This design comes from an exercise in tuning for small area, a short achievable clock period and few clock cycles on the open sky130 flow, not from production work. In this exercise RTL edits were held to simulation tests only and were not proved equivalent to the original. Power is estimated from default activity; no workload was simulated.

==> flow/design.v <==
module LASER (
    input CLK,
    input RST,
    input  [3:0] X,
    input  [3:0] Y,
    output [3:0] C1X,
    output [3:0] C1Y,
    output [3:0] C2X,
    output [3:0] C2Y,
    output reg DONE
);
reg        scan;           
reg  [5:0] cnt;            
reg  [3:0] ph;             
reg  [3:0] icnt;           
reg        isid;           
reg  [3:0] r0;             
reg  [7:0] Fm;             
reg        pv;             
reg        role;           
reg  [7:0] C1r, C2r;       
wire [7:0] A = role ? C2r : C1r;
wire [7:0] F = role ? C1r : C2r;
wire       read_last = ~scan & (cnt == 6'd40);    
reg  [5:0] best_val;
reg  [7:0] best_pos;
reg  [5:0] mcur;           
reg        eqA;            
wire       stop;           
wire       flush  = RST | stop;
reg        RSTr;           
wire       clr    = RSTr | DONE;   
reg  [15:0] B [0:15];
reg  [3:0]  Xr, Yr;        
reg         pt;            
wire [3:0]  yrow = Yr - ph - 4'd1;     
integer i;
always @(posedge CLK) begin
    RSTr <= RST;
    Xr <= X;
    Yr <= Y;
    pt <= ~RST & ~scan & (cnt != 6'd40);
    for (i = 0; i < 16; i = i + 1) begin
        B[i] <= (clr ? 16'd0 : B[(i + 1) % 16]) | ((pt && yrow == i) ? (16'd1 << Xr) : 16'd0);
    end
end
reg  [16:0] h;
reg  [15:1] fxt;           
wire [31:0] fge = {8'h00, fxt, 9'h1ff};
reg  [8:0]  vrow;          
wire [3:0]  ph_n = ph + 4'd1;
integer vd;
always @(posedge CLK)
    for (vd = 0; vd < 9; vd = vd + 1)
        vrow[vd] <= ({2'b00, ph_n} + vd >= 4) && ({2'b00, ph_n} + vd <= 19);
genvar gd, gc;
function [16:0] hdec;          
    input [3:0] p, fy;
    reg [4:0] d;
    integer k;
    begin
        d = {1'b0, p} - {1'b0, fy};
        for (k = 0; k < 17; k = k + 1)
            hdec[k] = (d == ((k - 8) & 31));
    end
endfunction
function gt6;
    input [5:0] a, b;
    reg [5:0] g, l;
    reg g10, l10, g32, l32, g54, l54, g30, l30;
    begin
        g = a & ~b;
        l = ~a & b;
        g10 = g[1] | (~l[1] & g[0]);  l10 = l[1] | (~g[1] & l[0]);
        g32 = g[3] | (~l[3] & g[2]);  l32 = l[3] | (~g[3] & l[2]);
        g54 = g[5] | (~l[5] & g[4]);  l54 = l[5] | (~g[5] & l[4]);
        g30 = g32 | (~l32 & g10);     l30 = l32 | (~g32 & l10);
        gt6 = g54 | (~l54 & g30);
    end
endfunction
wire [8:0] B_w [0:15];                               
generate
for (gd = 0; gd < 9; gd = gd + 1) begin : g_row
    localparam integer D = gd - 4;
    wire valid = vrow[gd];
    wire s4 = h[8 - D];
    wire s3 = h[8 - D + 1] | h[8 - D - 1] | h[8 - D + 2] | h[8 - D - 2];
    wire s2 = h[8 - D + 3] | h[8 - D - 3];
    wire s0 = ((8 - D + 4) <= 16 ? h[(8 - D + 4) % 17] : 1'b0) |
              ((8 - D - 4) >= 0  ? h[(8 - D - 4 + 17) % 17] : 1'b0);
    for (gc = 0; gc < 16; gc = gc + 1) begin : g_col
        wire le0 = fge[gc + 8]     & ~fge[gc + 8 + 1];
        wire le2 = fge[gc + 8 - 2] & ~fge[gc + 8 + 3];
        wire le3 = fge[gc + 8 - 3] & ~fge[gc + 8 + 4];
        wire le4 = fge[gc + 8 - 4] & ~fge[gc + 8 + 5];
        wire covf = (s4 & le4) | (s3 & le3) | (s2 & le2) | (s0 & le0);
        assign B_w[gc][gd] = B[(D + 16) % 16][gc] & valid & ~covf;
    end
end
endgenerate
function [1:0] fa;             
    input a, b, c;
    fa = {(a & b) | (a & c) | (b & c), a ^ b ^ c};
endfunction
function [1:0] ha;
    input a, b;
    ha = {a & b, a ^ b};
endfunction
wire [2:0] S2n [0:15];
wire [2:0] S3n [0:15];
generate
for (gc = 0; gc < 16; gc = gc + 1) begin : g_vs
    wire [8:0] w = B_w[gc];
    wire [1:0] f1 = fa(w[2], w[3], w[4]);
    wire [1:0] f2 = fa(f1[0], w[5], w[6]);
    wire [1:0] h1 = ha(f1[1], f2[1]);
    assign S2n[gc] = {h1[1], h1[0], f2[0]};
    wire [1:0] f3 = fa(w[1], w[7], w[5]);
    wire [1:0] f4 = fa(f1[0], f3[0], w[6]);
    wire [1:0] f5 = fa(f1[1], f3[1], f4[1]);
    assign S3n[gc] = {f5[1], f5[0], f4[0]};
end
endgenerate
reg [2:0] S2 [0:15];
reg [2:0] S3 [0:15];
reg [8:0] V_w [0:15];      
reg       v1, sid1, fst1, lst1, wr1;    
reg       restart;         
always @(posedge CLK) begin
    for (i = 0; i < 16; i = i + 1) begin
        S2[i]  <= S2n[i];
        S3[i]  <= S3n[i];
        V_w[i] <= B_w[i] & 9'b100010001;
    end
    v1   <= scan & ~flush & ~restart;
    sid1 <= isid;
    fst1 <= (icnt == 4'd0);
    lst1 <= (icnt == 4'd15);
    wr1  <= (icnt != 4'd0) && (ph < r0);
    if (icnt == 4'd0)
        r0 <= ph;
end
wire [5:0] cov [0:15];
generate
for (gc = 0; gc < 16; gc = gc + 1) begin : g_cov
    wire [15:0] c1;   
    wire [15:0] c2;   
    wire [15:0] c4;   
    assign c1[0] = S3[gc][0];
    assign c1[1] = V_w[gc][0];
    assign c1[2] = V_w[gc][8];
    assign c1[3] = (gc >= 1)  ? S3[(gc + 15) % 16][0] : 1'b0;
    assign c1[4] = (gc <= 14) ? S3[(gc + 1) % 16][0]  : 1'b0;
    assign c1[5] = (gc >= 2)  ? S3[(gc + 14) % 16][0] : 1'b0;
    assign c1[6] = (gc <= 13) ? S3[(gc + 2) % 16][0]  : 1'b0;
    assign c1[7] = (gc >= 3)  ? S2[(gc + 13) % 16][0] : 1'b0;
    assign c1[8] = (gc <= 12) ? S2[(gc + 3) % 16][0]  : 1'b0;
    assign c1[9] = (gc >= 4)  ? V_w[(gc + 12) % 16][4] : 1'b0;
    assign c1[10] = (gc <= 11) ? V_w[(gc + 4) % 16][4] : 1'b0;
    assign c1[15:11] = 5'd0;
    assign c2[0] = S3[gc][1];
    assign c2[1] = (gc >= 1)  ? S3[(gc + 15) % 16][1] : 1'b0;
    assign c2[2] = (gc <= 14) ? S3[(gc + 1) % 16][1]  : 1'b0;
    assign c2[3] = (gc >= 2)  ? S3[(gc + 14) % 16][1] : 1'b0;
    assign c2[4] = (gc <= 13) ? S3[(gc + 2) % 16][1]  : 1'b0;
    assign c2[5] = (gc >= 3)  ? S2[(gc + 13) % 16][1] : 1'b0;
    assign c2[6] = (gc <= 12) ? S2[(gc + 3) % 16][1]  : 1'b0;
    assign c2[15:7] = 9'd0;
    assign c4[0] = S3[gc][2];
    assign c4[1] = (gc >= 1)  ? S3[(gc + 15) % 16][2] : 1'b0;
    assign c4[2] = (gc <= 14) ? S3[(gc + 1) % 16][2]  : 1'b0;
    assign c4[3] = (gc >= 2)  ? S3[(gc + 14) % 16][2] : 1'b0;
    assign c4[4] = (gc <= 13) ? S3[(gc + 2) % 16][2]  : 1'b0;
    assign c4[5] = (gc >= 3)  ? S2[(gc + 13) % 16][2] : 1'b0;
    assign c4[6] = (gc <= 12) ? S2[(gc + 3) % 16][2]  : 1'b0;
    assign c4[15:7] = 9'd0;
    wire [1:0] a1 = fa(c1[0], c1[1], c1[2]);
    wire [1:0] a2 = fa(c1[3], c1[4], c1[5]);
    wire [1:0] a3 = fa(c1[6], c1[7], c1[8]);
    wire [1:0] b1 = fa(c2[0], c2[1], c2[2]);
    wire [1:0] b2 = fa(c2[3], c2[4], c2[5]);
    wire [1:0] e1 = fa(c4[0], c4[1], c4[2]);
    wire [1:0] e2 = fa(c4[3], c4[4], c4[5]);
    wire [1:0] a4 = fa(a1[0], a2[0], a3[0]);
    wire [1:0] b3 = fa(b1[0], b2[0], c2[6]);
    wire [1:0] b4 = fa(a1[1], a2[1], a3[1]);
    wire [1:0] e3 = fa(e1[0], e2[0], c4[6]);
    wire [1:0] a5 = fa(a4[0], c1[9], c1[10]);       
    wire [1:0] b5 = fa(b3[0], b4[0], a4[1]);
    wire [1:0] e4 = fa(e3[0], b1[1], b2[1]);
    wire [1:0] g1 = fa(e1[1], e2[1], e3[1]);
    wire [1:0] e5 = fa(e4[0], b3[1], b4[1]);
    wire [1:0] g2 = fa(g1[0], e4[1], e5[1]);
    wire [4:0] hsum = {g1[1], g2[0], e5[0], b5[0]} + {g2[1], 1'b0, b5[1], a5[1]};
    assign cov[gc] = {hsum, a5[0]};
end
endgenerate
reg [5:0] cov_r [0:15];
wire [3:0] row2 = ph - 4'd2;    
reg       v2, sid2, fst2, lst2, wr2;
always @(posedge CLK) begin
    for (i = 0; i < 16; i = i + 1)
        cov_r[i] <= cov[i];
    v2   <= v1 & ~flush & ~(restart & (sid1 == isid));
    sid2 <= sid1; fst2 <= fst1; lst2 <= lst1; wr2 <= wr1;
end
function gt6c;
    input [5:0] a, b;
    input c;
    reg [5:0] g, l;
    reg g10, l10, g32, l32, g54, l54, g30, l30;
    begin
        g = a & ~b;
        l = ~a & b;
        g10 = g[1] | (~l[1] & (g[0] | (~l[0] & c)));  l10 = l[1] | (~g[1] & l[0]);
        g32 = g[3] | (~l[3] & g[2]);  l32 = l[3] | (~g[3] & l[2]);
        g54 = g[5] | (~l[5] & g[4]);  l54 = l[5] | (~g[5] & l[4]);
        g30 = g32 | (~l32 & g10);     l30 = l32 | (~g32 & l10);
        gt6c = g54 | (~l54 & g30);
    end
endfunction
function [9:0] pick;           
    input [9:0] a, b;
    pick = gt6(b[9:4], a[9:4]) ? b : a;
endfunction
reg [5:0] gv_r [0:1];
reg [2:0] gi_r [0:1];
wire [3:0] row3 = ph - 4'd3;
reg       wr3;
genvar gg;
generate
for (gg = 0; gg < 2; gg = gg + 1) begin : g_half
    wire [9:0] p0 = pick({cov_r[8*gg],     4'd0}, {cov_r[8*gg + 1], 4'd1});
    wire [9:0] p1 = pick({cov_r[8*gg + 2], 4'd2}, {cov_r[8*gg + 3], 4'd3});
    wire [9:0] p2 = pick({cov_r[8*gg + 4], 4'd4}, {cov_r[8*gg + 5], 4'd5});
    wire [9:0] p3 = pick({cov_r[8*gg + 6], 4'd6}, {cov_r[8*gg + 7], 4'd7});
    wire [9:0] p  = pick(pick(p0, p1), pick(p2, p3));
    always @(posedge CLK) begin
        gv_r[gg] <= p[9:4];
        gi_r[gg] <= p[2:0];
    end
end
endgenerate
reg       v3, sid3, fst3, lst3;
wire [7:0] Ac = (v3e & lst3) ? F : A;
always @(posedge CLK) begin
    v3   <= v2 & ~flush & ~(restart & (sid2 == isid));
    sid3 <= sid2; fst3 <= fst2; lst3 <= lst2; wr3 <= wr2;
    if (v2 && row2 == Ac[7:4])
        mcur <= cov_r[Ac[3:0]];
end
wire       hi   = gt6(gv_r[1], gv_r[0]);
wire [5:0] rmax = hi ? gv_r[1] : gv_r[0];
wire [3:0] rarg = hi ? {1'b1, gi_r[1]} : {1'b0, gi_r[0]};
reg        best_wr;        
wire       tb       = wr3 & ~best_wr;
wire       w0       = gt6c(gv_r[0], best_val, tb);
wire       w1       = gt6c(gv_r[1], best_val, tb);
wire       v3e      = v3 & ~(restart & (sid3 == isid));
wire       take     = v3e & (fst3 | (hi ? w1 : w0));
wire [7:0] best_pos_n = take ? {row3, rarg} : best_pos;
always @(posedge CLK)
    restart <= scan & ~flush & take & ((sid3 != isid) | (icnt == 4'd15));
wire       m0       = gt6(gv_r[0], mcur);
wire       m1       = gt6(gv_r[1], mcur);
wire       change   = ~pv | gt6(best_val, mcur) | (take & (hi ? m1 : m0));
wire       eqA_n    = take ? ({row3, rarg} == A) : eqA;
assign     stop     = v3e & lst3 & ~change;
always @(posedge CLK) begin
    if (take) begin
        best_val <= rmax;
        best_pos <= {row3, rarg};
        best_wr  <= wr3;
        eqA      <= ({row3, rarg} == A);
    end
end
always @(posedge CLK) begin
    if (RST) begin
        scan <= 1'b0;
        cnt  <= 6'd0;
        DONE <= 1'b0;
        ph   <= 4'd0;
    end else begin
        DONE <= stop;
        ph   <= ph + 4'd1;
        if (~scan) begin
            cnt  <= read_last ? 6'd0 : cnt + 6'd1;
            scan <= read_last;
        end else if (stop) begin
            scan <= 1'b0;
        end
    end
end
wire       fm_load = restart | (icnt == 4'd15);
wire [3:0] ph1 = ph + 4'd1;
always @(posedge CLK) begin
    if (~scan)
        fxt <= 15'd0;
    else if (fm_load)
        for (vd = 1; vd < 16; vd = vd + 1)
            fxt[vd] <= (best_pos[3:0] >= vd);
end
always @(posedge CLK) begin
    if (~scan)
        h <= hdec(ph1, 4'd0);
    else if (fm_load)
        h <= hdec(ph1, best_pos[7:4]);
    else
        h <= hdec(ph1, Fm[7:4]);
end
always @(posedge CLK) begin
    if (~scan) begin
        icnt <= 4'd0;
        isid <= 1'b0;
        Fm   <= 8'd0;
    end else if (restart) begin
        icnt <= 4'd0;
        Fm   <= best_pos;
    end else begin
        icnt <= icnt + 4'd1;
        if (icnt == 4'd15) begin
            isid <= ~isid;
            Fm   <= best_pos;          
        end
    end
end
always @(posedge CLK) begin
    if (~scan) begin
        role <= 1'b0; pv <= 1'b0;
    end else begin
        if (v3e & lst3) begin
            pv    <= pv | ~eqA_n;
            role  <= ~role;
        end
    end
end
always @(posedge CLK) begin
    if (~scan) begin
        C1r <= 8'd0;
        C2r <= 8'd0;
    end else if (v3e & lst3) begin
        if (role) C2r <= best_pos_n;
        else      C1r <= best_pos_n;
    end
end
assign C1X = C1r[3:0];
assign C1Y = C1r[7:4];
assign C2X = C2r[3:0];
assign C2Y = C2r[7:4];
endmodule
==> flow/flow/run.sh <==
#!/bin/bash
set -e
cp standard.sh standard.sh.log.txt 2>/dev/null || true
sed -i 's/^export SETUP_SLACK_MARGIN.*$//' config.mk
echo "export SETUP_SLACK_MARGIN = ${MARGIN:-7.5}" >> config.mk
bash standard.sh > standard.log 2>&1
==> flow/standard.sh <==
#!/bin/bash
# synth_recipe.tcl (not shown) runs the flow's synth.tcl, then flattens the netlist and writes it again
# the make line also repeats each setting of config.mk as NAME=value (left out here)
make -C /OpenROAD-flow-scripts/flow DESIGN_CONFIG=/design/flow/config.mk WORK_HOME=/design/flow/orfs CLKGATE_MAP_FILE= SYNTH_SCRIPT=/design/flow/synth_recipe.tcl "${@:-finish}"
==> flow/config.mk <==
export PLATFORM = sky130hd
export DESIGN_NAME = LASER
export DESIGN_NICKNAME = LASER
export VERILOG_FILES = /design/flow/design.v
export SDC_FILE = /design/flow/constraint.sdc
export NUM_CORES = 4
export LEC_CHECK = 0
export ABC_AREA = 1
export CAP_MARGIN = 50
export CORE_MARGIN = 2
export CORE_UTILIZATION = 40
export CTS_CLUSTER_DIAMETER = 100
export CTS_CLUSTER_SIZE = 20
export SLEW_MARGIN = 50
export SETUP_SLACK_MARGIN = 7.5
==> flow/constraint.sdc <==
create_clock -name core_clock -period 11.0 [get_ports {CLK}]
set_input_delay 2.2000 -clock core_clock [delete_from_list [all_inputs] [get_ports {CLK}]]
set_output_delay 2.2000 -clock core_clock [all_outputs]
set_load 0.01 [all_outputs]
==> results of run 1 <==
[synthesized netlist by cell type (49+ instances only)]
| library cell | number |
|---|---|
| nor3_1 | 74 |
| o22ai_1 | 343 |
| inv_1 | 1046 |
| nor2_1 | 381 |
| nand2_1 | 545 |
| ha_1 | 140 |
| clkbuf_1 | 142 |
| o21ai_0 | 129 |
| a211oi_1 | 49 |
| dfxtp_1 | 629 |
| fa_1 | 327 |
| a21oi_1 | 120 |
| nand3_1 | 83 |
[per-stage QoR]
stage	cell area, um2	utilization, %	worst slack, ns	hold slack (ns)
after global routing	41200	44.3	7.50	0.329
after global placement	38900	41.8	6.69	0.312
after floorplan	37500	-	7.64	0.310
final	41200	44.3	7.49	0.322
after CTS	40600	43.7	7.47	0.317
after detailed placement	39100	42.1	6.86	0.312
[final timing paths]
kind | cells after the start | startpoint | endpoint | slack, ns
hold / removal | 0 | fst1 | fst2 | 0.32
setup reg to reg | 11 | fxt[4] | S2[8][1] | 7.49
setup / recovery | 11 | fxt[4] | S2[8][1] | 7.49
hold reg to reg | 0 | fst1 | fst2 | 0.32
[area by class of cell]
type	count	area (um2)	area share, %
repair buffers	104	973	2.36
well taps	1254	1570	3.81
flip-flops and latches	646	13200	32.0
inverters	1071	4080	9.90
multi-input cells	2628	20100	48.9
clock inverters	10	119	0.289
repair inverters	1	5.00	0.0121
clock buffers	49	1110	2.69
[registers in the layout (all words and copies together), names as in the netlist, 4 cells and up]
| signal | cells |
|---|---|
| cnt | 6 |
| S3 | 48 |
| cov_r | 96 |
| S2 | 48 |
| mcur | 6 |
| fxt | 15 |
| Fm | 4 |
| ph | 4 |
| best_val | 6 |
| r0 | 4 |
| icnt | 4 |
| vrow | 9 |
| V_w | 48 |
| gv_r | 12 |
| Yr | 4 |
| Xr | 4 |
| best_pos | 8 |
| gi_r | 6 |
| C2r | 8 |
| h | 17 |
| B | 256 |
| C1r | 8 |
[critical path: cells and delay by family (launching register included)]
family,cells,cell delay (ns)
flops,1,0.54
simple gates,2,0.68
buf+inv,4,0.74
fa+ha+maj,3,1.14
compound gates,2,0.27
[what timing repair did]
item                       in CTS  in global routing
buffers inserted               10                 20
setup endpoints to repair     350                 91
cloned                          0                  1
pin swaps                       2                 26
resized for setup              92                 82
[power by group through the flow]
stage / sequential (W) / combinational (W) / clock, W
final: 0.00251 / 0.00116 / 0.00158
after global routing: 0.00252 / 0.00127 / 0.00170
after CTS: 0.00251 / 0.00113 / 0.00163
after detailed placement: 0.00256 / 0.00112 / 0
after global placement: 0.00257 / 0.00110 / 0
after floorplan: 0.00251 / 0.000790 / 0
[cells by family after synthesis]
| kind of cell | Yosys count | synth area share [%] |
|---|---|---|
| simple gates | 1243 | 14.3 |
| buf+inv | 1228 | 12.4 |
| compound gates | 856 | 14.7 |
| flops | 646 | 35.0 |
| fa+ha+maj | 467 | 22.2 |
| xor+xnor | 57 | 1.33 |
| mux | 5 | 0.147 |
[routing by layer]
| layer | track usage [%] | up-vias | part of all wire [%] |
|---|---|---|---|
| met1 | 35.8 | 14300 | 45 |
| met5 | 0 | - | 0.051 |
| met2 | 39.7 | 1196 | 43 |
| met3 | 3.49 | 324 | 6.5 |
| li1 | - | 14400 | - |
| met4 | 12.1 | 8 | 5.4 |
==> flow_summary.yaml, run 1 <==
sta:
  period_needed_ns: 3.51
  final-hold-violation-count: 0
  clock.fmax_mhz: 285
  finalMaxSlewViolations: 0
  setup_violations: 0
  rsz0062_at_grt: "no"
  fin_tns_setup_ns: 0
  slew-limit-headroom_pct: 47.9
  tightest_slew_ns: 0.779
  fin_crit_sh_pct: 31.9
  skew_ns: 0.0432
floorplan:
  dieArea_um2: 96100
  row_count: 112
  die_h_um: 310
  initial_utilization_pct: 40.3
  io_pins: 27
  coreArea_um2: 93000
  fp.dieW_um: 310
power:
  switchingPower_w: 0.00176
  ir_drop_uv: 101
  p_total_w: 0.00525
  p_comb_share_pct: 22.0
  swShare_pct: 33.6
  clockPowerShare_pct: 30.2
  p_per_area_nw_per_um2: 127
  pwr-share-seq_pct: 47.8
  p_leak_nw: 17.3
  p_int_w: 0.00349
cells_and_area:
  area_growth_pct: 9.98
  nets: 4971
  mostFrequentLayoutCells: "inv_1 (1032), dfxtp_1 (591), nand2_1 (526)"
  drive_gt1_share_pct: 7.90
  nFillCells: 9299
  finalNonFillerCells: 5763
  diodes: 0
  layout_commonest_cell: "inv_1"
grt:
  antenna_found_initial: 5
  overflow: 0
  grt_pass1_wl_mm: 184
  first_global_vias: 28700
  grt_max_degree: 165
  grt.total_usage_pct: 25.7
detailed_routing:
  drtIter0Drc: 2853
  ant_nets: 0
  vias: 30200
  wl_per_cell_um: 21.6
  drt_pre_antenna_iters: 6
  via_per_inst: 5.24
  drc_errors: 0
  routed_wl_mm: 124
setup_path:
  path_cells: "clkinvlp_4, nor2_1, inv_1, o22ai_1, a21oi_1, nand4_1, fa_2, buf_4, fa_1, inv_1, ha_1"
  critical_path_class: "flip-flop to flip-flop"
  max_stage_delay_ns: 0.54
  start_kind: "flip-flop"
  crit_required_ns: 11.47
  slowest_stage: "dfxtp_2"
  crit_top_cell: "inv_1"
  cp.arrival_ns: 3.98
  end_kind: "flip-flop"
  critPathMaxFanout: 12
synthesis:
  synth-main-ff-cell: "dfxtp_1"
  yosysUniqueCellTypes: 60
  yosysWarnings: 8
  netlist_instances: 4502
  syn_area_um2: 37500
  synthTopCellsByArea: "dfxtp_1 (34%), fa_1 (17%), inv_1 (10%)"
  synthArstFlopShare_pct: 0
  synth_edf_count: 17
  syn_avg_cell_area_um2: 8.32
  syn_nets: 4979
  ys_seq_area_share_pct: 35.0
  yosysTopAreaCell: "dfxtp_1"
  synth.top_cell.area_share_pct: 33.6
  synth-seq-cells: 646
clocking:
  cts_buffer_depth: 3
  h-tree-depth: 2
  clock_sinks: 646
  clock-root-buffer: "clkbuf_16"
  cts_tree: "yes"
  clk_pin_slew_ns: 0.09
  cts_buffers: 42
  hold_buffers: 0
  clk_latency_ns: 0.61
placement:
  gp_congestion: 1.05
  dp_cells: 5666
  dpl.hpwl_mm: 98.9
  numPortBuffers: 26
run_status:
  status: "no timing/DRC/antenna violations"
min_path:
  hold_class: "flip-flop to flip-flop"
job:
  max-cap-violations: 0
Testbench counts, summed over its fixed seeds: cycles 12,021.
==> run 2, diff against run 1 <==
--- a/flow/config.mk
+++ b/flow/config.mk
@@ -6,10 +6,10 @@
 export NUM_CORES = 4
 export LEC_CHECK = 0
 export ABC_AREA = 1
-export CAP_MARGIN = 50
+export CAP_MARGIN = 20
 export CORE_MARGIN = 2
 export CORE_UTILIZATION = 40
 export CTS_CLUSTER_DIAMETER = 100
 export CTS_CLUSTER_SIZE = 20
-export SLEW_MARGIN = 50
+export SLEW_MARGIN = 20
 export SETUP_SLACK_MARGIN = 7.5
==> run 2 against run 1 <==
  * Still clean
  * Worst hold slack worse by 0.00051 ns
  * Clock power is essentially flat
  * Clock-buffer cell count is 1 lower
  * Die area unchanged
  * Largest cell class unchanged
  * Highest routed layer unchanged
==> flow_summary.yaml, run 2 <==
cells_and_area:
  top_regs: "B: 256 flops, cov_r: 96 flops"
  layout_commonest_cell: "inv_1"
  diodes: 0
  nets: 4956
  nFillCells: 9272
  finalNonFillerCells: 5747
  regArea_um2: 13200
  mostFrequentLayoutCells: "inv_1 (1028), dfxtp_1 (590), nand2_1 (539)"
  area_growth_pct: 9.34
  drive_gt1_share_pct: 7.41
  regMostFlops: "B"
  multi_input_area_um2: 20100
  largest_reg_flops: 256
clocking:
  clk_latency_ns: 0.62
  clock-root-buffer: "clkbuf_16"
  h-tree-depth: 2
  cts_tree: "yes"
  cts_buffers: 41
  clock_sinks: 646
  clk_pin_slew_ns: 0.09
  cts_buffer_depth: 3
setup_path:
  end_kind: "flip-flop"
  r2r_slack_ns: 7.51
  crit_required_ns: 11.47
  critical_path_class: "flip-flop to flip-flop"
  critPathMaxFanout: 12
  cp.arrival_ns: 3.97
  start_kind: "flip-flop"
floorplan:
  initial_utilization_pct: 40.3
  die_h_um: 310
  coreArea_um2: 93000
  row_count: 112
  io_pins: 27
  dieArea_um2: 96100
  fp.dieW_um: 310
placement:
  gp_congestion: 1.05
  dp_cells: 5648
  numPortBuffers: 26
  dpl.hpwl_mm: 98.4
sta:
  tightest_slew_ns: 1.17
  fin_crit_sh_pct: 31.8
  setup_violations: 0
  finalMaxSlewViolations: 0
  skew_ns: 0.0410
  final-hold-violation-count: 0
  fin_tns_setup_ns: 0
  rsz0062_at_grt: "yes"
  period_needed_ns: 3.49
  clock.fmax_mhz: 286
  slew-limit-headroom_pct: 21.3
grt:
  overflow: 0
  grt_max_degree: 165
  grt.total_usage_pct: 25.7
  grt_pass1_wl_mm: 184
  first_global_vias: 28600
  antenna_found_initial: 4
detailed_routing:
  wl_per_cell_um: 21.6
  via_per_inst: 5.25
  routed_wl_mm: 124
  drt_pre_antenna_iters: 6
  drtIter0Drc: 2909
  vias: 30100
  ant_nets: 0
  drc_errors: 0
synthesis:
  yosysTopAreaCell: "dfxtp_1"
  synth-main-ff-cell: "dfxtp_1"
  syn_area_um2: 37500
  syn_avg_cell_area_um2: 8.32
  synth_edf_count: 17
  syn_nets: 4979
  yosys-top-cells-count: "inv_1 (1046), dfxtp_1 (629), nand2_1 (545), nor2_1 (381), o22ai_1 (343)"
  netlist_instances: 4502
  synth.most_common_cell: "inv_1"
  yosysUniqueCellTypes: 60
  synth.top_cell.area_share_pct: 33.6
  synthTopCellsByArea: "dfxtp_1 (34%), fa_1 (17%), inv_1 (10%)"
  synthArstFlopShare_pct: 0
  synth-seq-cells: 646
  ys_seq_area_share_pct: 35.0
  yosysWarnings: 8
min_path:
  hold_class: "flip-flop to flip-flop"
power:
  ir_drop_uv: 105
  p_leak_nw: 17.1
  p_per_area_nw_per_um2: 128
job:
  max-cap-violations: 0
run_status:
  status: "no timing/DRC/antenna violations"
run 2: cell count changes in the layout (fill, tap and decap cells not counted), moves of 3 or more:
cell,previous run,this run
nand2_1,526,539
nand2_2,31,20
buf_4,63,56
clkinvlp_4,9,16
inv_1,1032,1028
buf_12,8,5
clkdlybuf4s15_1,3,6
dfxtp_2,18,21
run 2: critical path, cell delays in order (launching register included):
cell,delay (ns)
dfxtp_2,0.53
clkinvlp_4,0.14
buf_4,0.18
nor2_1,0.37
inv_1,0.22
o2111ai_1,0.33
a21oi_1,0.17
fa_1,0.55
fa_1,0.43
fa_1,0.43
run 2: cell families after synthesis:
| group | share of synthesized area [%] |
|---|---|
| AND/OR/NAND/NOR | 14.3 |
| multiplexers | 0.147 |
| flip-flops | 35.0 |
| buffers and inverters | 12.4 |
| AO/OA/AOI/OAI | 14.7 |
| adder cells (fa/ha/maj) | 22.2 |
| XOR/XNOR | 1.33 |
run 2: power by group:
| group | internal (W) | switching, W |
|---|---|---|
| Clock | 0.000729 | 0.000846 |
| Sequential | 0.00241 | 0.0000960 |
| Combinational | 0.000338 | 0.000815 |
| Total | 0.00348 | 0.00176 |
run 2: final timing paths:
| path | startpoint | endpoint | cells past startpoint |
|---|---|---|---|
| worst max-delay path | fxt[4] | S3[8][1] | 9 |
| worst min-delay path | fst1 | fst2 | 0 |
| worst max register to register | fxt[4] | S3[8][1] | 9 |
| worst min register to register | fst1 | fst2 | 0 |
run 2: routing by layer:
metal	share of wire, %	up-vias	GRT usage (%)
met2	43	1228	39.8
met3	6.9	325	4.25
met1	44	14200	35.5
met4	5.5	8	11.5
li1	-	14300	-
met5	0.047	-	0
run 2: area by class of cell:
class	count	share of cell area, %
inverters	1071	10.0
clock buffers	48	2.70
repair inverters	2	0.0244
flip-flops and latches	646	32.2
well taps	1254	3.83
repair buffers	89	1.94
clock inverters	9	0.235
multi-input cells	2628	49.0
run 2: repair_timing:
action / 4_1_cts / 5_1_grt
hold buffers: 0 / 0
endpoints found under the setup margin: 413 / 96
buffers inserted: 19 / 21
cloned: 0 / 2
gates resized for setup: 108 / 85
pin swaps: 3 / 28
run 2: per-stage QoR:
stage | power [W] | utilization (%) | cell area [um2] | hold WS (ns) | setup slack (ns)
global route | 0.00547 | 44.0 | 41000 | 0.329 | 7.48
finish | 0.00524 | 44.0 | 41000 | 0.321 | 7.51
global placement | 0.00367 | 41.8 | 38900 | 0.312 | 6.69
CTS | 0.00524 | 43.5 | 40500 | 0.329 | 7.47
detailed placement | 0.00367 | 41.8 | 38900 | 0.312 | 6.81
floorplan | 0.00330 | - | 37500 | 0.310 | 7.64
==> run 3, diff against run 2 <==
==> flow/flow/run.sh (replaced) <==
#!/bin/bash
set -e
cp standard.sh standard.sh.log.txt 2>/dev/null || true
sed -i 's/^export SETUP_SLACK_MARGIN.*$//' config.mk
echo "export SETUP_SLACK_MARGIN = ${MARGIN:-7.4}" >> config.mk
bash standard.sh > standard.log 2>&1
--- a/flow/config.mk
+++ b/flow/config.mk
@@ -12,4 +12,4 @@
 export CTS_CLUSTER_DIAMETER = 100
 export CTS_CLUSTER_SIZE = 20
 export SLEW_MARGIN = 20
-export SETUP_SLACK_MARGIN = 7.5
+export SETUP_SLACK_MARGIN = 7.4
==> run 3 against run 2 <==
  * Wire length hardly changed
  * Sequential power hardly changed
  * Clock-buffer cell count stayed put
  * Synthesized cell count stayed put
  * Clock power hardly changed
  * Non-clock buffer count is 13 lower
  * Worst hold slack hardly changed
  * Largest cell class unchanged
  * Highest routed layer unchanged
==> flow_summary.yaml, run 3 <==
run_status:
  status: "no timing/DRC/antenna violations"
sta:
  finalMaxSlewViolations: 0
  finalWorstSetupSlack_ns: 7.36
  fin_tns_setup_ns: 0
  skew_ns: 0.0416
  clock.fmax_mhz: 275
  fin_crit_sh_pct: 33.1
  whs_ns: 0.321
  tightest_slew_ns: 1.24
  slew-limit-headroom_pct: 16.6
  setup_violations: 0
  rsz0062_at_grt: "yes"
  period_needed_ns: 3.64
  final-hold-violation-count: 0
detailed_routing:
  routed_wl_mm: 124
  vias: 30100
  via_per_inst: 5.24
  wl_per_cell_um: 21.7
  drtIter0Drc: 2851
  drc_errors: 0
  ant_nets: 0
  drt_pre_antenna_iters: 9
grt:
  grt.met2_usage_pct: 39.7
  grt_max_degree: 165
  first_global_vias: 28500
  grt_pass1_wl_mm: 184
  overflow: 0
  grt.total_usage_pct: 25.7
  antenna_found_initial: 2
  gr-usage-met1_pct: 35.6
  grtUsageMet3_pct: 3.92
  busiest_layer: "met2"
cells_and_area:
  diodes: 0
  top_regs: "B: 256 flops, cov_r: 96 flops"
  layout_commonest_cell: "inv_1"
  mostFrequentLayoutCells: "inv_1 (1035), dfxtp_1 (602), nand2_1 (539)"
  finalNonFillerCells: 5733
  utilization_pct: 43.7
  largest_reg_flops: 256
  nFillCells: 9285
  regMostFlops: "B"
  nets: 4942
  area_growth_pct: 8.53
  drive_gt1_share_pct: 6.07
power:
  swShare_pct: 33.5
  ir_drop_uv: 102
  clockPowerShare_pct: 30.1
  p_int_w: 0.00348
  p_comb_share_pct: 21.9
  switchingPower_w: 0.00175
  p_per_area_nw_per_um2: 129
  pwr-share-seq_pct: 48.0
  p_leak_nw: 17.1
setup_path:
  ff2ff_path_depth: 9
  reg2reg_from: "h[7]"
  critical_path_class: "flip-flop to flip-flop"
  critPathMaxFanout: 21
  cp.arrival_ns: 4.11
  start_kind: "flip-flop"
  r2r_slack_ns: 7.36
  r2r_end: "S3[8][1]"
  end_kind: "flip-flop"
  crit_required_ns: 11.47
synthesis:
  synthAdderAreaFrac_pct: 22.2
  yosysWarnings: 8
  yosysUniqueCellTypes: 60
  synth-xor-area-share_pct: 1.33
  syn_nets: 4979
  syn_avg_cell_area_um2: 8.32
  synth_compound_area_share_pct: 14.7
  yosysTopAreaCell: "dfxtp_1"
  synth-seq-cells: 646
  muxShareOfSynthArea_pct: 0.147
  synthArstFlopShare_pct: 0
  synth.top_cell.area_share_pct: 33.6
  synthSimpleGateAreaFrac_pct: 14.3
  synth_edf_count: 17
  syn_area_um2: 37500
  yosys-top-cells-count: "inv_1 (1046), dfxtp_1 (629), nand2_1 (545), nor2_1 (381), o22ai_1 (343)"
  synth.most_common_cell: "inv_1"
  synth_top_family_by_area: "adder cells"
  synth-main-ff-cell: "dfxtp_1"
  netlist_instances: 4502
  ys_seq_area_share_pct: 35.0
  synthTopCellsByArea: "dfxtp_1 (34%), fa_1 (17%), inv_1 (10%)"
placement:
  gp_congestion: 1.05
  numPortBuffers: 26
  pre_cts_ws_ns: 6.81
  dpl.hpwl_mm: 98.4
  dp_cells: 5648
clocking:
  clock-root-buffer: "clkbuf_16"
  clk_latency_ns: 0.62
  cts_buffers: 41
  clock_sinks: 646
  cts_tree: "yes"
  cts_buffer_depth: 3
  h-tree-depth: 2
  clk_pin_slew_ns: 0.10
floorplan:
  coreArea_um2: 93000
  initial_utilization_pct: 40.3
  fp.dieW_um: 310
  row_count: 112
  die_h_um: 310
  dieArea_um2: 96100
  io_pins: 27
job:
  max-cap-violations: 0
min_path:
  hp-start: "fst1"
  hold_class: "flip-flop to flip-flop"
  holdPathEnd: "fst2"
  hold-path-cell-count: 0
## run 3: cell counts after synthesis
Identical to the previous run, type by type.
## run 3: stage by stage
stage	area (um2)	power [W]
after detailed placement	38900	0.00367
final	40700	0.00523
after CTS	40300	0.00524
after floorplan	37500	0.00330
after global routing	40700	0.00547
after global placement	38900	0.00367
## run 3: area by class of cell
type / count / area [um2] / area share (%)
multi-input cells: 2628 / 20000 / 49.1
flip-flops and latches: 646 / 13200 / 32.4
repair buffers: 76 / 668 / 1.64
repair inverters: 1 / 5.00 / 0.0123
clock inverters: 9 / 96.3 / 0.237
clock buffers: 48 / 1100 / 2.72
well taps: 1254 / 1570 / 3.86
inverters: 1071 / 4090 / 10.0
## run 3: power groups by stage
stage                     Clock [W]  Combinational [W]  Sequential [W]
after floorplan                   0           0.000790         0.00251
after global placement            0            0.00110         0.00257
after detailed placement          0            0.00111         0.00256
after CTS                   0.00161            0.00112         0.00251
after global routing        0.00169            0.00126         0.00252
final                       0.00157            0.00115         0.00251
## run 3: per-layer routing
layer / share of wire (%) / routed length, um
met3: 6.7 / 8340
met2: 44 / 54200
met5: 0.010 / 13
met1: 45 / 55600
met4: 5.0 / 6160
## run 3: worst max-delay path by stage
stage	endpoint	slack, ns	cells past startpoint	start
after CTS	S3[10][1]	7.40	8	fxt[7]
after global routing	S3[11][1]	7.36	9	h[7]
final	S3[8][1]	7.36	9	h[7]
after floorplan	cov_r[10][5]	7.64	9	S3[11][2]
after global placement	h[10]	6.69	12	ph[0]
after detailed placement	S3[9][1]	6.81	9	fxt[9]
## run 3: worst max-delay path: stages (launching register included)
cell and delay, ns:
dfxtp_1 0.31, buf_4 0.24, nor2_2 0.34, inv_1 0.34
a22oi_1 0.26, o2111ai_1 0.19, a21oi_1 0.43, fa_1 0.52
fa_1 0.43, fa_1 0.43
## run 3: kinds of logic (layout without fill, tap and decap cells)
group,after synthesis,count (layout)
AND/OR/NAND/NOR,1243,1243
buffers and inverters,1228,1205
AO/OA/AOI/OAI,856,856
flip-flops,646,646
adder cells (fa/ha/maj),467,467
XOR/XNOR,57,57
multiplexers,5,5
## run 3: repair_timing
action | in CTS | in global routing
cloned | 0 | 2
resized for setup | 68 | 55
setup buffers | 11 | 15
hold buffers | 0 | 0
pin swaps | 0 | 7
endpoints found under the setup margin | 289 | 77
==> run 4, diff against run 3 <==
==> flow/flow/run.sh (replaced) <==
#!/bin/bash
set -e
cp standard.sh standard.sh.log.txt 2>/dev/null || true
sed -i 's/^export SETUP_SLACK_MARGIN.*$//' config.mk
echo "export SETUP_SLACK_MARGIN = ${MARGIN:-7.6}" >> config.mk
bash standard.sh > standard.log 2>&1
--- a/flow/config.mk
+++ b/flow/config.mk
@@ -12,4 +12,4 @@
 export CTS_CLUSTER_DIAMETER = 100
 export CTS_CLUSTER_SIZE = 20
 export SLEW_MARGIN = 20
-export SETUP_SLACK_MARGIN = 7.4
+export SETUP_SLACK_MARGIN = 7.6
==> run 4 against run 3 <==
  * Sequential share of layout area is 0.51 points lower
  * Die area stayed put
  * Final cell count is 0.87% higher
  * Synthesized cell count stayed put
  * Utilization is 0.92 points higher
  * First-iteration DRC count is 0.56% lower
  * Register-to-register slack better by 0.19 ns
  * Clock power hardly changed
  * Critical path type unchanged
  * Critical endpoint is now S3[11][1]
  * Largest power group unchanged
  * Highest routed layer unchanged
==> flow_summary.yaml, run 4 <==
run_status:
  status: "no timing/DRC/antenna violations"
grt:
  antenna_found_initial: 4
  first_global_vias: 28800
  grt.total_usage_pct: 25.8
  grt_pass1_wl_mm: 185
  grt_max_degree: 165
  overflow: 0
clocking:
  cts_buffer_depth: 3
  clk_latency_ns: 0.62
  cts_buffers: 41
  clock_sinks: 646
  h-tree-depth: 2
  clock-root-buffer: "clkbuf_16"
  clk_pin_slew_ns: 0.10
  cts_tree: "yes"
synthesis:
  synth_edf_count: 17
  synthArstFlopShare_pct: 0
  yosys-top-cells-count: "inv_1 (1046), dfxtp_1 (629), nand2_1 (545), nor2_1 (381), o22ai_1 (343)"
  syn_nets: 4979
  synth.top_cell.area_share_pct: 33.6
  synth.most_common_cell: "inv_1"
  synthTopCellsByArea: "dfxtp_1 (34%), fa_1 (17%), inv_1 (10%)"
  synth-seq-cells: 646
  yosysWarnings: 8
  netlist_instances: 4502
  yosysUniqueCellTypes: 60
  synth-main-ff-cell: "dfxtp_1"
  syn_avg_cell_area_um2: 8.32
  syn_area_um2: 37500
  ys_seq_area_share_pct: 35.0
  yosysTopAreaCell: "dfxtp_1"
detailed_routing:
  drc_errors: 0
  drt_pre_antenna_iters: 6
  vias: 30300
  ant_nets: 0
  drtIter0Drc: 2835
  wl_per_cell_um: 21.7
  via_per_inst: 5.24
  routed_wl_mm: 125
setup_path:
  crit_top_cell: "fa_1"
  r2r_slack_ns: 7.55
  critical_path_class: "flip-flop to flip-flop"
  max_stage_delay_ns: 0.77
  slowest_stage: "dfxtp_1"
  start_kind: "flip-flop"
  cp.arrival_ns: 3.92
  critPathMaxFanout: 10
  crit_required_ns: 11.47
  path_cells: "clkinv_1, nor3_1, fa_1, fa_1, fa_1"
  end_kind: "flip-flop"
floorplan:
  coreArea_um2: 93000
  fp.dieW_um: 310
  die_h_um: 310
  initial_utilization_pct: 40.3
  dieArea_um2: 96100
  io_pins: 27
  row_count: 112
sta:
  rsz0062_at_grt: "yes"
  period_needed_ns: 3.45
  skew_ns: 0.0411
  tightest_slew_ns: 1.19
  clock.fmax_mhz: 290
  setup_violations: 0
  slew-limit-headroom_pct: 20.0
  final-hold-violation-count: 0
  fin_crit_sh_pct: 31.4
  fin_tns_setup_ns: 0
  finalMaxSlewViolations: 0
power:
  p_per_area_nw_per_um2: 126
  clockPowerShare_pct: 30.0
  pwr-share-seq_pct: 47.7
  p_leak_nw: 17.3
  swShare_pct: 33.6
  switchingPower_w: 0.00176
  p_int_w: 0.00349
  ir_drop_uv: 104
  p_comb_share_pct: 22.3
placement:
  dpl.hpwl_mm: 98.4
  place_area_um2: 38900
  numPortBuffers: 26
  gp_congestion: 1.05
cells_and_area:
  area_growth_pct: 10.8
  regMostFlops: "B"
  top_regs: "B: 256 flops, cov_r: 96 flops"
  drive_gt1_share_pct: 10.0
  post-route-cell-area_um2: 41500
  largest_reg_flops: 256
  mostFrequentLayoutCells: "inv_1 (1015), dfxtp_1 (579), nand2_1 (535)"
  layout_commonest_cell: "inv_1"
  nets: 4992
  diodes: 0
min_path:
  hold_class: "flip-flop to flip-flop"
job:
  max-cap-violations: 0
-- run 4: cell count changes in the layout (fill, tap and decap cells not counted), moves of 11 or more --
cell           change
buf_4             +39
a21oi_2           +11
nor4_1            -13
fa_2              +20
nor4_2            +13
inv_1             -20
fa_1              -20
a21oi_1           -11
dlygate4sd2_1     -17
dfxtp_1           -23
buf_2             +12
dfxtp_4           +15
inv_2             +16
-- run 4: area by class of cell --
class | count | area [um2]
Timing Repair Buffer | 125 | 1100
Timing Repair inverter | 2 | 10.0
Clock inverter | 9 | 96.3
Clock buffer | 48 | 1100
Sequential cell | 646 | 13200
Multi-Input combinational cell | 2628 | 20300
Inverter | 1071 | 4100
Fill cell | 9207 | 51500
Tap cell | 1254 | 1570
-- run 4: per-stage QoR --
step	hold slack [ns]	utilization, %	total power (W)	instances	worst slack [ns]
6_report	0.321	44.6	0.00525	5783	7.55
5_1_grt	0.329	44.6	0.00548	5783	7.55
4_1_cts	0.329	43.9	0.00526	5748	7.55
3_5_place_dp	0.312	41.8	0.00367	5648	6.81
3_3_place_gp	0.312	41.8	0.00367	5648	6.69
2_1_floorplan	0.310	-	0.00330	4502	7.64
-- run 4: worst max-delay path: cells and delay by family (launching register included) --
| kind | cells | cell delay, ns |
|---|---|---|
| flip-flops | 1 | 0.77 |
| adder cells (fa/ha/maj) | 3 | 1.37 |
| buffers and inverters | 1 | 0.64 |
| AND/OR/NAND/NOR | 1 | 0.51 |
-- run 4: routing by layer --
layer  routed length, um  global-route usage, %  vias to the layer above
met2               54800                   40.0                     1228
met5                  41                      0                        -
li1                    -                      -                    14400
met4                6450                   11.4                        6
met1               55500                   35.6                    14300
met3                8670                   4.22                      327
-- run 4: cell families after synthesis --
family                     synth area share, %
adders and majority gates                 22.2
and+or+nand+nor                           14.3
buffers and inverters                     12.4
DFF                                       35.0
muxes                                    0.147
AOI/OAI and AO/OA                         14.7
xor gates and xnor gates                  1.33
-- run 4: timing repair --
item	CTS	global route
resized for setup	191	130
pin swaps	20	64
setup buffers	43	33
hold buffers	0	0
gates cloned	0	2
endpoints found under the setup margin	447	141
-- run 4: path summary, 6_finish.rpt --
| check | startpoint | endpoint | depth (start not counted) |
|---|---|---|---|
| min | fst1 | fst2 | 0 |
| max | vrow[7] | S3[11][1] | 5 |
| min reg2reg | fst1 | fst2 | 0 |
| max reg2reg | vrow[7] | S3[11][1] | 5 |
-- run 4: power by group through the flow --
stage	Sequential (W)	Combinational (W)	Clock, W
floorplan	0.00251	0.000790	0
global placement	0.00257	0.00110	0
detailed placement	0.00256	0.00111	0
CTS	0.00251	0.00114	0.00161
global route	0.00251	0.00128	0.00169
finish	0.00251	0.00117	0.00157
==> run 5, diff against run 4 <==
==> flow/flow/run.sh (replaced) <==
#!/bin/bash
set -e
cp standard.sh standard.sh.log.txt 2>/dev/null || true
sed -i 's/^export SETUP_SLACK_MARGIN.*$//' config.mk
echo "export SETUP_SLACK_MARGIN = ${MARGIN:-7.8}" >> config.mk
bash standard.sh > standard.log 2>&1
--- a/flow/config.mk
+++ b/flow/config.mk
@@ -12,4 +12,4 @@
 export CTS_CLUSTER_DIAMETER = 100
 export CTS_CLUSTER_SIZE = 20
 export SLEW_MARGIN = 20
-export SETUP_SLACK_MARGIN = 7.6
+export SETUP_SLACK_MARGIN = 7.8
==> run 5 against run 4 <==
  * Clock power is essentially flat
  * Setup slack gained 0.078 ns
  * Design area grew 5.7%
  * Die area is the same
  * Sequential share of layout area shrank 1.7 points
  * Via count grew 3.1%
  * Critical endpoint is now cov_r[11][2]
  * Still clean
  * First-iteration DRC count grew 5.0%
==> flow_summary.yaml, run 5 <==
run_status:
  status: "no timing/DRC/antenna violations"
synthesis:
  synth.top_cell.area_share_pct: 33.6
  yosysTopAreaCell: "dfxtp_1"
  synth-seq-cells: 646
  synth.most_common_cell: "inv_1"
  ys_seq_area_share_pct: 35.0
  syn_nets: 4979
  syn_area_um2: 37500
  yosysWarnings: 8
  synthArstFlopShare_pct: 0
  synth_edf_count: 17
  yosys-top-cells-count: "inv_1 (1046), dfxtp_1 (629), nand2_1 (545), nor2_1 (381), o22ai_1 (343)"
  synth-main-ff-cell: "dfxtp_1"
  syn_avg_cell_area_um2: 8.32
  synthTopCellsByArea: "dfxtp_1 (34%), fa_1 (17%), inv_1 (10%)"
  netlist_instances: 4502
  yosysUniqueCellTypes: 60
detailed_routing:
  drc_errors: 0
  routed_wl_mm: 133
  vias: 31200
  drt_pre_antenna_iters: 6
  drtIter0Drc: 2976
  wl_per_cell_um: 22.6
  via_per_inst: 5.31
  ant_nets: 0
floorplan:
  initial_utilization_pct: 40.3
  coreArea_um2: 93000
  fp.dieW_um: 310
  row_count: 112
  io_pins: 27
  die_h_um: 310
  dieArea_um2: 96100
setup_path:
  crit_required_ns: 11.50
  start_kind: "flip-flop"
  critical_path_class: "flip-flop to flip-flop"
  critPathMaxFanout: 4
  cp.arrival_ns: 3.87
  end_kind: "flip-flop"
placement:
  dpl.hpwl_mm: 99.5
  numPortBuffers: 26
  gp_congestion: 1.03
  dp_cells: 5653
  pre_cts_ws_ns: 6.78
grt:
  gr-usage-met1_pct: 37.1
  grt_max_degree: 100
  grtUsageMet3_pct: 4.13
  first_global_vias: 29700
  busiest_layer: "met2"
  grt.met2_usage_pct: 42.1
  grt_pass1_wl_mm: 192
  grt.total_usage_pct: 26.9
  antenna_found_initial: 4
  overflow: 0
clocking:
  clk_latency_ns: 0.66
  clock-root-buffer: "clkbuf_16"
  cts_tree: "yes"
  h-tree-depth: 2
  clock_sinks: 646
  cts_buffers: 41
  clk_pin_slew_ns: 0.09
  cts_buffer_depth: 3
  hold_buffers: 0
cells_and_area:
  finalNonFillerCells: 5882
  top_regs: "B: 256 flops, cov_r: 96 flops"
  largest_reg_flops: 256
  nets: 5092
  regMostFlops: "B"
  drive_gt1_share_pct: 17.0
  layout_commonest_cell: "inv_1"
  mostFrequentLayoutCells: "inv_1 (968), dfxtp_1 (564), nand2_1 (519)"
  area_growth_pct: 17.2
power:
  p_per_area_nw_per_um2: 121
  p_total_w: 0.00530
  ir_drop_uv: 118
  p_leak_nw: 17.9
sta:
  setup_violations: 0
  finalWorstSetupSlack_ns: 7.63
  tightest_slew_ns: 1.10
  finalMaxSlewViolations: 0
  skew_ns: 0.0690
  fin_crit_sh_pct: 30.6
  whs_ns: 0.329
  final-hold-violation-count: 0
  period_needed_ns: 3.37
  fin_tns_setup_ns: 0
  clock.fmax_mhz: 297
  rsz0062_at_grt: "yes"
  slew-limit-headroom_pct: 26.4
min_path:
  hold_class: "flip-flop to flip-flop"
job:
  max-cap-violations: 0
==> run 5: cell counts after synthesis <==
No cell type changed its count.
==> run 5: per-stage QoR <==
stage	area (um2)	utilization (%)
after detailed placement	39000	41.9
after global routing	43900	47.2
after global placement	39000	41.9
final	43900	47.2
after CTS	42200	45.4
after floorplan	37500	-
==> run 5: where the power goes <==
part	total (W)	switching (W)	internal, W
Clock	0.00155	0.000858	0.000695
Combinational	0.00125	0.000859	0.000391
Sequential	0.00250	0.0000874	0.00241
Total	0.00530	0.00180	0.00350
==> run 5: cell families (layout without fill, tap and decap cells) <==
logic type / count (synthesis) / after routing / synth area share (%)
mux: 5 / 5 / 0.147
buf+inv: 1228 / 1352 / 12.4
simple gates: 1243 / 1244 / 14.3
flops: 646 / 646 / 35.0
fa+ha+maj: 467 / 467 / 22.2
xor+xnor: 57 / 57 / 1.33
other cells: 0 / 1 / 0
compound gates: 856 / 856 / 14.7
==> run 5: per-layer routing <==
| metal | routed length (um) | vias to the layer above |
|---|---|---|
| met5 | 0 | - |
| met4 | 6550 | 0 |
| met3 | 9960 | 319 |
| met2 | 58400 | 1337 |
| met1 | 57800 | 14900 |
| li1 | - | 14600 |
==> run 5: worst max-delay path, cell delays in order, from the launching register on <==
cell	delay (ns)
dfxtp_4	0.39
buf_4	0.15
fa_1	0.47
fa_1	0.51
inv_1	0.05
fa_1	0.53
fa_2	0.46
buf_4	0.15
fa_2	0.50
inv_1	0.03
==> run 5: path summary, 6_finish.rpt <==
check	startpoint	end	slack, ns	cells after the start
worst min register to register	sid1	sid2	0.33	0
worst min-delay path	sid1	sid2	0.33	0
worst max register to register	S3[9][2]	cov_r[11][2]	7.63	9
worst max-delay path	S3[9][2]	cov_r[11][2]	7.63	9
==> run 5: repair_timing <==
action                     in CTS  in global routing
gates cloned                    2                  4
pin swaps                     114                172
setup endpoints to repair     477                393
gates resized for setup       389                255
buffers inserted               97                 70
==> run 5: area by class of cell <==
cell class | count | area, um2
Fill cell | 9074 | 49200
Tap cell | 1254 | 1570
Timing Repair Buffer | 225 | 2280
Antenna cell | 1 | 2.50
Clock inverter | 10 | 135
Inverter | 1071 | 4140
Sequential cell | 646 | 13300
Clock buffer | 45 | 1040
Timing Repair inverter | 1 | 5.00
Multi-Input combinational cell | 2629 | 21500
==> run 6, diff against run 5 <==
==> flow/flow/run.sh (replaced) <==
#!/bin/bash
set -e
cp standard.sh standard.sh.log.txt 2>/dev/null || true
sed -i 's/^export SETUP_SLACK_MARGIN.*$//' config.mk
echo "export SETUP_SLACK_MARGIN = ${MARGIN:-7.7}" >> config.mk
bash standard.sh > standard.log 2>&1
--- a/flow/config.mk
+++ b/flow/config.mk
@@ -12,4 +12,4 @@
 export CTS_CLUSTER_DIAMETER = 100
 export CTS_CLUSTER_SIZE = 20
 export SLEW_MARGIN = 20
-export SETUP_SLACK_MARGIN = 7.8
+export SETUP_SLACK_MARGIN = 7.7
==> run 6 against run 5 <==
  * Still clean on timing, DRC and antenna
  * Synthesized area did not move
  * Sequential share of layout area increased by 1.1 points
  * Non-clock buffer count fell by 73
  * Utilization shrank 1.7 points
  * Highest routed layer is now met5
==> flow_summary.yaml, run 6 <==
clocking:
  cts_tree: "yes"
  clk_pin_slew_ns: 0.08
  h-tree-depth: 2
  cts_buffer_depth: 3
  clock-root-buffer: "clkbuf_16"
  cts_buffers: 40
  clock_sinks: 646
  hold_buffers: 0
  clk_latency_ns: 0.63
synthesis:
  syn_nets: 4979
  synthSimpleGateAreaFrac_pct: 14.3
  yosysWarnings: 8
  ys_seq_area_share_pct: 35.0
  synth-main-ff-cell: "dfxtp_1"
  synth.most_common_cell: "inv_1"
  synth-seq-cells: 646
  muxShareOfSynthArea_pct: 0.147
  synthArstFlopShare_pct: 0
  synth_edf_count: 17
  yosys-top-cells-count: "inv_1 (1046), dfxtp_1 (629), nand2_1 (545), nor2_1 (381), o22ai_1 (343)"
  syn_area_um2: 37500
  synth-xor-area-share_pct: 1.33
  syn_avg_cell_area_um2: 8.32
  synth_compound_area_share_pct: 14.7
  yosysTopAreaCell: "dfxtp_1"
  netlist_instances: 4502
  yosysUniqueCellTypes: 60
  synth_top_family_by_area: "adder cells"
  synthTopCellsByArea: "dfxtp_1 (34%), fa_1 (17%), inv_1 (10%)"
  synth.top_cell.area_share_pct: 33.6
  synthAdderAreaFrac_pct: 22.2
floorplan:
  coreArea_um2: 93000
  die_h_um: 310
  dieArea_um2: 96100
  io_pins: 27
  initial_utilization_pct: 40.3
  fp.dieW_um: 310
  row_count: 112
cells_and_area:
  finalNonFillerCells: 5807
  utilization_pct: 45.5
  diodes: 0
  nFillCells: 9227
  mostFrequentLayoutCells: "inv_1 (993), dfxtp_1 (572), nand2_1 (525)"
  area_growth_pct: 12.9
  regArea_um2: 13200
  multi_input_area_um2: 20700
  largest_reg_flops: 256
  layout_commonest_cell: "inv_1"
  nets: 5017
  drive_gt1_share_pct: 12.6
  top_regs: "B: 256 flops, cov_r: 96 flops"
  regMostFlops: "B"
sta:
  tightest_slew_ns: 1.20
  rsz0062_at_grt: "yes"
  finalWorstSetupSlack_ns: 7.67
  slew-limit-headroom_pct: 19.9
  fin_crit_sh_pct: 30.3
  fin_tns_setup_ns: 0
  final-hold-violation-count: 0
  setup_violations: 0
  skew_ns: 0.0491
  clock.fmax_mhz: 300
  period_needed_ns: 3.33
  finalMaxSlewViolations: 0
setup_path:
  ff2ff_path_depth: 11
  end_kind: "flip-flop"
  crit_required_ns: 11.53
  max_stage_delay_ns: 0.60
  critical_path_class: "flip-flop to flip-flop"
  r2r_end: "cov_r[5][4]"
  cp_num_buf_inv: 3
  slowest_stage: "fa_2"
  start_kind: "flip-flop"
  cp.arrival_ns: 3.86
  critPathMaxFanout: 4
  path_cells: "buf_12, fa_1, fa_1, inv_1, fa_1, fa_2, inv_2, ha_4, a21oi_2, nor2_1, xor2_1"
  reg2reg_from: "S3[3][2]"
  r2r_slack_ns: 7.67
  crit_top_cell: "fa_1"
  cp_top_family: "adder cells"
grt:
  grt_max_degree: 236
  antenna_found_initial: 4
  grt_pass1_wl_mm: 191
  grt.total_usage_pct: 26.6
  overflow: 0
  first_global_vias: 29500
detailed_routing:
  vias: 30600
  drc_errors: 0
  via_per_inst: 5.27
  drt_pre_antenna_iters: 6
  routed_wl_mm: 129
  wl_per_cell_um: 22.3
  drtIter0Drc: 2705
  ant_nets: 0
min_path:
  hold_class: "flip-flop to flip-flop"
  hp-start: "fst1"
  hold-path-cell-count: 0
  holdPathEnd: "fst2"
power:
  p_leak_nw: 17.4
  ir_drop_uv: 109
  p_per_area_nw_per_um2: 126
placement:
  dpl.hpwl_mm: 99.6
  numPortBuffers: 26
  pre_cts_ws_ns: 6.83
  gp_congestion: 1.05
  dp_cells: 5657
job:
  max-cap-violations: 0
run_status:
  status: "no timing/DRC/antenna violations"
## run 6: changes by cell type in the layout (fill, tap and decap cells not counted), moves of 10 or more
cell,change
buf_2,+12
buf_4,-45
ha_1,+11
a21oi_2,-13
a21oi_1,+15
buf_6,-25
inv_2,-25
fa_2,-22
fa_1,+22
ha_4,-11
buf_12,-11
nor2_1,+10
inv_1,+25
## run 6: logic make-up after synthesis
family | count (synthesis)
AND/OR/NAND/NOR | 1243
XOR/XNOR | 57
flip-flops | 646
multiplexers | 5
buffers and inverters | 1228
adder cells (fa/ha/maj) | 467
AO/OA/AOI/OAI | 856
## run 6: layout make-up
type | instances | area share, %
inverter | 1071 | 9.75
timing repair buffer | 152 | 3.33
tap | 1254 | 3.71
clock inverter | 9 | 0.429
sequential | 646 | 31.3
clock buffer | 46 | 2.47
timing repair inverter | 1 | 0.0118
multi-input combinational | 2628 | 49.0
## run 6: how the worst max path moves through the flow
stage                        endpoint     start  slack, ns  cells after the start
after detailed placement        h[10]     ph[0]       6.83                     13
after CTS                 cov_r[1][5]  S3[2][2]       7.65                     12
after global routing      cov_r[8][4]  S3[9][2]       7.55                     12
final                     cov_r[5][4]  S3[3][2]       7.67                     11
after floorplan           cov_r[2][5]  S3[2][2]       7.72                      9
after global placement       S3[0][1]    fxt[5]       6.83                      9
## run 6: through the flow
| step | hold slack, ns | total power [W] | instance area [um2] |
|---|---|---|---|
| finish | 0.331 | 0.00531 | 42300 |
| global route | 0.338 | 0.00555 | 42300 |
| CTS | 0.329 | 0.00530 | 41300 |
| detailed placement | 0.312 | 0.00367 | 39000 |
| global placement | 0.313 | 0.00367 | 39000 |
| floorplan | 0.310 | 0.00330 | 37500 |
## run 6: routing by layer
| metal | global-route usage, % | routed length [um] |
|---|---|---|
| met4 | 10.7 | 6540 |
| met2 | 42.2 | 56900 |
| met5 | 0 | 9 |
| met3 | 3.26 | 8400 |
| met1 | 36.9 | 57500 |
## run 6: power by group
| group | total (W) | switching, W | internal [W] |
|---|---|---|---|
| Combinational | 0.00120 | 0.000838 | 0.000366 |
| Sequential | 0.00250 | 0.0000874 | 0.00241 |
| Clock | 0.00161 | 0.000829 | 0.000779 |
## run 6: timing repair
item,in CTS,in global routing
gates cloned,1,1
hold endpoints to repair,0,0
setup buffers,54,39
gates resized for setup,252,187
pin swaps,67,77
endpoints found under the setup margin,459,335
==> run 7, diff against run 6 <==
--- a/flow/config.mk
+++ b/flow/config.mk
@@ -6,10 +6,10 @@
 export NUM_CORES = 4
 export LEC_CHECK = 0
 export ABC_AREA = 1
-export CAP_MARGIN = 20
+export CAP_MARGIN = 10
 export CORE_MARGIN = 2
 export CORE_UTILIZATION = 40
 export CTS_CLUSTER_DIAMETER = 100
 export CTS_CLUSTER_SIZE = 20
-export SLEW_MARGIN = 20
+export SLEW_MARGIN = 10
 export SETUP_SLACK_MARGIN = 7.7
==> run 7 against run 6 <==
  * Highest routed layer unchanged
  * Final cell count up 0.33%
  * Flip-flop and latch count did not move
  * Sequential power is essentially flat
  * Largest cell class unchanged
  * Still clean
  * Critical path type unchanged
  * First-iteration DRC count is 3.8% higher
  * Fmax fell by 2.0%
  * Wire length is 0.23% lower
  * Register-to-register slack got worse by 0.07 ns
  * Critical endpoint is now cov_r[11][4]
  * Total power up 0.70%
  * Clock skew shrank 0.015 ns
==> flow_summary.yaml, run 7 <==
run_status:
  status: "no timing/DRC/antenna violations"
clocking:
  cts_buffers: 42
  clock_sinks: 646
  hold_buffers: 0
  clk_latency_ns: 0.61
  cts_tree: "yes"
  clock-root-buffer: "clkbuf_16"
  cts_buffer_depth: 3
  clk_pin_slew_ns: 0.09
  h-tree-depth: 2
placement:
  pre_cts_ws_ns: 6.86
  gp_congestion: 1.05
  dp_cells: 5657
  place_area_um2: 39000
  dpl.hpwl_mm: 99.5
  numPortBuffers: 26
job:
  max-cap-violations: 0
sta:
  tightest_slew_ns: 1.26
  finalMaxSlewViolations: 0
  final-hold-violation-count: 0
  fin_tns_setup_ns: 0
  finalWorstSetupSlack_ns: 7.60
  period_needed_ns: 3.40
  setup_violations: 0
  slew-limit-headroom_pct: 16.0
  rsz0062_at_grt: "yes"
  skew_ns: 0.0336
  fin_crit_sh_pct: 30.9
  clock.fmax_mhz: 294
setup_path:
  cp_num_buf_inv: 4
  crit_required_ns: 11.47
  critPathMaxFanout: 3
  r2r_slack_ns: 7.60
  ff2ff_path_depth: 13
  start_kind: "flip-flop"
  critical_path_class: "flip-flop to flip-flop"
  r2r_end: "cov_r[11][4]"
  max_stage_delay_ns: 0.56
  reg2reg_from: "S3[9][2]"
  cp.arrival_ns: 3.87
  end_kind: "flip-flop"
  cp_top_family: "adder cells"
  slowest_stage: "fa_2"
  path_cells: "buf_4, fa_1, fa_1, inv_1, fa_1, fa_2, inv_1, ha_1, nand2_1, inv_1, nor2_1, nor2_1, xor2_1"
synthesis:
  yosys-top-cells-count: "inv_1 (1046), dfxtp_1 (629), nand2_1 (545), nor2_1 (381), o22ai_1 (343)"
  syn_avg_cell_area_um2: 8.32
  syn_nets: 4979
  synth.most_common_cell: "inv_1"
  yosysWarnings: 8
  synth.top_cell.area_share_pct: 33.6
  yosysTopAreaCell: "dfxtp_1"
  yosysUniqueCellTypes: 60
  synth-main-ff-cell: "dfxtp_1"
  syn_area_um2: 37500
  synth_edf_count: 17
  synthTopCellsByArea: "dfxtp_1 (34%), fa_1 (17%), inv_1 (10%)"
  synthArstFlopShare_pct: 0
  ys_seq_area_share_pct: 35.0
  netlist_instances: 4502
  synth-seq-cells: 646
grt:
  busiest_layer: "met2"
  grt_max_degree: 236
  overflow: 0
  antenna_found_initial: 4
  grtUsageMet3_pct: 3.82
  gr-usage-met1_pct: 36.6
  grt_pass1_wl_mm: 190
  first_global_vias: 29600
  grt.met2_usage_pct: 41.5
  grt.total_usage_pct: 26.6
min_path:
  hold-path-cell-count: 0
  hold_class: "flip-flop to flip-flop"
  holdPathEnd: "fst2"
  hp-start: "fst1"
power:
  p_leak_nw: 17.6
  p_comb_share_pct: 22.4
  swShare_pct: 33.2
  clockPowerShare_pct: 30.8
  ir_drop_uv: 108
  p_per_area_nw_per_um2: 126
  p_int_w: 0.00357
  switchingPower_w: 0.00178
  pwr-share-seq_pct: 46.8
cells_and_area:
  drive_gt1_share_pct: 12.9
  regMostFlops: "B"
  mostFrequentLayoutCells: "inv_1 (991), dfxtp_1 (573), nand2_1 (524)"
  area_growth_pct: 13.5
  utilization_pct: 45.7
  post-route-cell-area_um2: 42500
  largest_reg_flops: 256
  top_regs: "B: 256 flops, cov_r: 96 flops"
  finalNonFillerCells: 5826
  regArea_um2: 13200
  multi_input_area_um2: 20700
  layout_commonest_cell: "inv_1"
  nets: 5031
  nFillCells: 9230
detailed_routing:
  drc_errors: 0
  via_per_inst: 5.26
  wl_per_cell_um: 22.2
  ant_nets: 0
  drtIter0Drc: 2808
  drt_pre_antenna_iters: 7
  routed_wl_mm: 129
  vias: 30600
floorplan:
  fp.dieW_um: 310
  io_pins: 27
  die_h_um: 310
  dieArea_um2: 96100
  row_count: 112
  initial_utilization_pct: 40.3
  coreArea_um2: 93000
-- run 7: cell types whose count changed in the layout (fill, tap and decap cells not counted), sizes merged --
cell / before / now
clkinvlp: 21 / 19
bufinv: 4 / 3
buf: 142 / 152
inv: 1044 / 1047
clkinv: 12 / 13
clkbuf: 47 / 53
diode: 0 / 2
-- run 7: how the worst max path moves through the flow --
stage               startpoint            to  depth (start not counted)
floorplan             S3[2][2]   cov_r[2][5]                          9
global placement        fxt[5]      S3[0][1]                          9
detailed placement       ph[0]         h[13]                         13
CTS                  S3[10][2]   cov_r[8][4]                         13
global route          S3[9][2]  cov_r[11][4]                         13
finish                S3[9][2]  cov_r[11][4]                         13
-- run 7: repair_timing --
item	CTS	global route
hold endpoints to repair	0	0
gates cloned	1	3
setup buffers	50	53
setup endpoints to repair	459	358
pin swaps	42	88
resized for setup	248	202
-- run 7: power by group through the flow --
stage                     Sequential, W  Combinational (W)  Clock (W)
after floorplan                 0.00251           0.000790          0
after global placement          0.00256            0.00111          0
after detailed placement        0.00256            0.00111          0
after CTS                       0.00250            0.00115    0.00169
after global routing            0.00251            0.00132    0.00177
final                           0.00250            0.00120    0.00165
-- run 7: layer usage --
layer | wire [um] | vias to the layer above
li1 | - | 14500
met1 | 56900 | 14500
met2 | 55900 | 1251
met3 | 8800 | 384
met4 | 7430 | 2
met5 | 14 | -
-- run 7: worst register-to-register path, stage by stage (launching register included) --
cell	delay (ns)
dfxtp_4	0.39
buf_4	0.16
fa_1	0.47
fa_1	0.49
inv_1	0.05
fa_1	0.47
fa_2	0.56
inv_1	0.04
ha_1	0.26
nand2_1	0.07
inv_1	0.04
nor2_1	0.08
nor2_1	0.06
xor2_1	0.13
-- run 7: cells by family (layout without fill, tap and decap cells) --
logic type	after synthesis	count (layout)	share of synthesized area, %
flops	646	646	35.0
other cells	0	2	0
fa+ha+maj	467	467	22.2
xor+xnor	57	57	1.33
simple gates	1243	1243	14.3
buf+inv	1228	1296	12.4
compound gates	856	856	14.7
mux	5	5	0.147
-- run 7: final cells by class --
cell class | count | area share, %
tap | 1254 | 3.69
timing repair inverter | 1 | 0.0118
clock inverter | 10 | 0.450
clock buffer | 50 | 2.59
inverter | 1071 | 9.70
sequential | 646 | 31.1
multi-input combinational | 2628 | 48.8
antenna | 2 | 0.0118
timing repair buffer | 164 | 3.65
-- run 7: through the flow --
stage	hold slack, ns	total power, W
3_3_place_gp	0.313	0.00367
6_report	0.320	0.00535
4_1_cts	0.317	0.00534
2_1_floorplan	0.310	0.00330
3_5_place_dp	0.312	0.00367
5_1_grt	0.332	0.00559

-- separate check: timing with driven ports --
How much do the figures lean on ideal ports? The routed layouts below were timed once more, with nothing changed but the port constraints.
Step 1 assumes that a clkbuf_16 drives the clock port and a buf_2 every other input.
Step 2 adds t to the input delays and takes it off the output delays; t is the mean of the earliest and latest rising clock arrival at the registers after step 1. Input paths then give back, and output paths get back, about the clock's delay inside the block.
Slacks: no drivers / after step 1 / after step 2; pairs: no drivers / after step 1.
| run | shift t [ns] | slack for setup (ns) | latest minus earliest clock arrival (ns) | worst data-port slew with drivers (ns) | cell pins on the clock port's net |
|---|---|---|---|---|---|
| run 1 | 0.657 | 7.488 / 7.473 / 7.150 | 0.046 / 0.047 | 0.06 | 1 |
| run 2 | 0.663 | 7.507 / 7.469 / 7.128 | 0.043 / 0.042 | 0.06 | 1 |
| run 3 | 0.661 | 7.360 / 7.360 / 7.135 | 0.042 / 0.042 | 0.06 | 1 |
| run 4 | 0.661 | 7.551 / 7.551 / 7.131 | 0.043 / 0.042 | 0.06 | 1 |
| run 5 | 0.685 | 7.629 / 7.629 / 7.329 | 0.070 / 0.070 | 0.03 | 1 |
| run 6 | 0.664 | 7.669 / 7.664 / 7.315 | 0.053 / 0.054 | 0.03 | 1 |
| run 7 | 0.667 | 7.602 / 7.602 / 7.306 | 0.035 / 0.036 | 0.03 | 1 |
After both steps every run listed still meets setup and hold. The setup slack of run 4, which loses most, moves by 0.000 ns with the drivers and by -0.420 ns with both steps.
